From an optimization exercise on the open Yosys and OpenROAD flow, aimed at small area; shortcuts taken in it are not production practice.
RTL that was checked went through simulation tests only; none was proved equivalent to the original.
No driver is modelled on the clock port, so clocking that relies on it looks cheaper here than on a real chip.
Power figures rest on the tool's default switching activity, not on a simulated workload.

==> flow/design.v <==
module counter
#(parameter xLen = 64)
(input  clk,
 input  start,
 input  reset,
 input  [xLen-1 : 0] init_val,
 input  init,
 input  return_current_count,
 output [xLen-1 : 0] current_count,
 output [xLen-1 : 0] debug_out,
 output count_valid,
 output count_valid_fsm
 );
reg [xLen-1 : 0] cnt;
reg [xLen-1 : 0] held;
reg return_current_count_reg;
reg init_reg;
reg start_reg;
reg count_valid_fsm_reg;
reg cv_on;
reg [1:0] cv_ph;
reg [1:0] state, next_state;
localparam idle                = 2'b00;
localparam init_state          = 2'b01;
localparam count               = 2'b10;
localparam current_count_state = 2'b11;
localparam GROUP = 16;
wire [xLen-1:0] carry;
wire [xLen/GROUP:0] gc;
assign gc[0] = (state == count);
genvar gi, gj;
generate for (gi = 0; gi < xLen/GROUP; gi = gi + 1) begin : g_grp
    assign gc[gi+1] = gc[gi] & (&cnt[gi*GROUP +: GROUP]);
    assign carry[gi*GROUP] = gc[gi];
    for (gj = 1; gj < GROUP; gj = gj + 1) begin : g_rip
        assign carry[gi*GROUP+gj] = carry[gi*GROUP+gj-1] & cnt[gi*GROUP+gj-1];
    end
end endgenerate
wire capture = (state == idle) && init && !start_reg;
assign current_count = held;
assign count_valid = cv_on;
assign count_valid_fsm = count_valid_fsm_reg;
always @(*) begin
    next_state = state;
    case (state)
        idle                : if (start_reg) next_state = count;
                              else if (init_reg) next_state = init_state;
        count               : if (return_current_count_reg) next_state = current_count_state;
        current_count_state : next_state = count;
        init_state          : next_state = idle;
    endcase
end
wire cv_start = (state == count) && return_current_count_reg;
wire cv_free = cv_on ? (cv_ph == 2'b11) : (cv_ph == 2'b00);
always @(posedge clk, posedge reset) begin
    if (reset) state <= idle;
    else state <= next_state;
end
always @(posedge clk) begin
    if (reset) begin
        init_reg <= 1'b0;
        start_reg <= 1'b0;
        count_valid_fsm_reg <= 1'b0;
        cv_on <= 1'b0;
        cv_ph <= 2'b00;
    end else begin
        if (state == idle) begin
            if (init) init_reg <= 1'b1; else start_reg <= start;
        end
        if (state == init_state) init_reg <= 1'b0;
        count_valid_fsm_reg <= (state == current_count_state);
        if (cv_free) begin
            cv_on <= 1'b0;
            cv_ph <= {1'b0, cv_start};
        end else begin
            cv_on <= 1'b1;
            cv_ph <= cv_on ? cv_ph + 1'b1 : 2'b00;
        end
    end
end
always @(posedge clk)
    return_current_count_reg <= (state == count) && return_current_count;
wire take_init = capture && !reset;
wire take_sum = !capture && !reset;
wire [xLen-1:0] cnt_next;
wire held_load = state[0] && !reset;
wire held_keep = !state[0] && !reset;
wire [xLen-1:0] held_next;
genvar bi;
generate for (bi = 0; bi < xLen; bi = bi + 1) begin : g_bit
    and_or u_next (.a(init_val[bi]), .sa(take_init), .b(cnt[bi] ^ carry[bi]), .sb(take_sum), .y(cnt_next[bi]));
    and_or u_held (.a(cnt[bi]), .sa(held_load), .b(held[bi]), .sb(held_keep), .y(held_next[bi]));
    and_or u_out (.a(cnt[bi]), .sa(state[1]), .b(held[bi]), .sb(!state[1]), .y(debug_out[bi]));
end endgenerate
always @(posedge clk)
    cnt <= cnt_next;
always @(posedge clk)
    held <= held_next;
endmodule
module and_or(input a, input sa, input b, input sb, output y);
    assign y = (a & sa) | (b & sb);
endmodule
==> flow/config.mk <==
export PLATFORM = sky130hd
export DESIGN_NAME = counter
export DESIGN_NICKNAME = counter
export VERILOG_FILES = /design/flow/design.v
export SDC_FILE = /design/flow/constraint.sdc
export NUM_CORES = 4
export LEC_CHECK = 0
export CAP_MARGIN = 20
export CORE_MARGIN = 2
export CORE_UTILIZATION = 40
export SLEW_MARGIN = 20
export SYNTH_HIERARCHICAL = 1
export SYNTH_MINIMUM_KEEP_SIZE = 0
==> flow/constraint.sdc <==
create_clock -name core_clock -period 4.0 [get_ports {clk}]
set_input_delay 0.8000 -clock core_clock [delete_from_list [all_inputs] [get_ports {clk}]]
set_output_delay 0.8000 -clock core_clock [all_outputs]
set_load 0.01 [all_outputs]
standard.sh (not shown) runs the stock make flow with config.mk's settings and CLKGATE_MAP_FILE= SYNTH_SCRIPT=/design/flow/synth_recipe.tcl, a recipe that flattens the netlist after the stock synthesis.
==> flow/flow/run.sh <==
#!/bin/bash
# Standard ORFS layout with the smallest buffer on the ports, a small clock
# tree (clkbuf_4, no dummy loads), and the slowest leaf clock buffers
# upsized after CTS.
export BUFFER_PORTS_ARGS="-buffer_cell sky130_fd_sc_hd__buf_1"
export CTS_ARGS="-sink_clustering_enable -repair_clock_nets -dont_use_dummy_load -buf_list sky130_fd_sc_hd__clkbuf_4 -sink_clustering_size 30 -sink_clustering_max_diameter 60"
export POST_CTS_TCL="$PWD/flow/post_cts.tcl"
export CLK_SLEW_SWAP=0.108
bash standard.sh > standard.log 2>&1
==> flow/flow/post_cts.tcl <==
set_propagated_clock [all_clocks]
estimate_parasitics -placement
set swapped 0
foreach inst [get_cells clkbuf_*] {
  if {[get_property $inst ref_name] ne "sky130_fd_sc_hd__clkbuf_4"} { continue }
  set out [get_pins -of_objects $inst -filter "direction==output"]
  set worst 0.0
  foreach pin [get_pins -of_objects [get_nets -of_objects $out] -filter "direction==input"] {
    if {[get_property $pin lib_pin_name] ne "CLK"} { continue }
    foreach a {max min} { foreach e {rise fall} {
      set s [get_property $pin slew_${a}_$e]
      if {[string is double -strict $s] && $s > $worst} { set worst $s }
    } }
  }
  puts "post_cts: [get_full_name $inst] worst clock-pin slew $worst"
  if {$worst > $::env(CLK_SLEW_SWAP)} {
    replace_cell $inst sky130_fd_sc_hd__clkbuf_8
    incr swapped
  }
}
puts "post_cts: swapped $swapped leaf clock buffers"
if {$swapped} {
  detailed_placement
  check_placement -verbose
}
The baseline produced a clean layout.
Then changed:
--- a/flow/design.v
+++ b/flow/design.v
@@ -23,9 +23,9 @@
 localparam idle                = 2'b00;
 localparam init_state          = 2'b01;
 localparam count               = 2'b10;
 localparam current_count_state = 2'b11;
-localparam GROUP = 16;
+localparam GROUP = 8;
 wire [xLen-1:0] carry;
 wire [xLen/GROUP:0] gc;
 assign gc[0] = (state == count);
 genvar gi, gj;
The changed run completed with no timing, DRC or antenna violations.
First-iteration DRC count went up by 5.9%.
Combinational power fell by about 10%.
Worst hold slack is worse by 0.0077 ns.
Routed wire length rose by 6.2%.
Clock-buffer cell count is unchanged.
Function not checked in the first run of this note: the RTL went through the layout flow alone.

static timing again, ports no longer ideal:
How much do the figures lean on ideal ports? The routed layouts below were timed once more, with nothing changed but the port constraints. Step 1 (the two cells are an assumption about what drives the block):
set clk [get_ports {clk}]
set_driving_cell -lib_cell sky130_fd_sc_hd__clkbuf_16 $clk
set_driving_cell -lib_cell sky130_fd_sc_hd__buf_2 [delete_from_list [all_inputs] $clk]
Step 2 also shifts input and output timing later by t, the mid clock arrival at the registers, as if the neighbouring blocks saw the same clock. Slacks: ideal ports / drivers / drivers and shift; pairs: ideal ports / drivers.
run	shift t [ns]	slack for setup (ns)	worst setup path after step 2	clock arrival spread, ns	worst slew at a driven data input, ns
the first run	0.560	0.135 / 0.135 / 0.135	register to register	0.034 / 0.034	0.06
the second run	0.558	0.874 / 0.873 / 0.873	register to register	0.036 / 0.036	0.06
After both steps setup and hold are still met in every run listed. The setup slack of the second run, which loses most, moves by -0.001 ns with the drivers and by -0.001 ns with both steps.
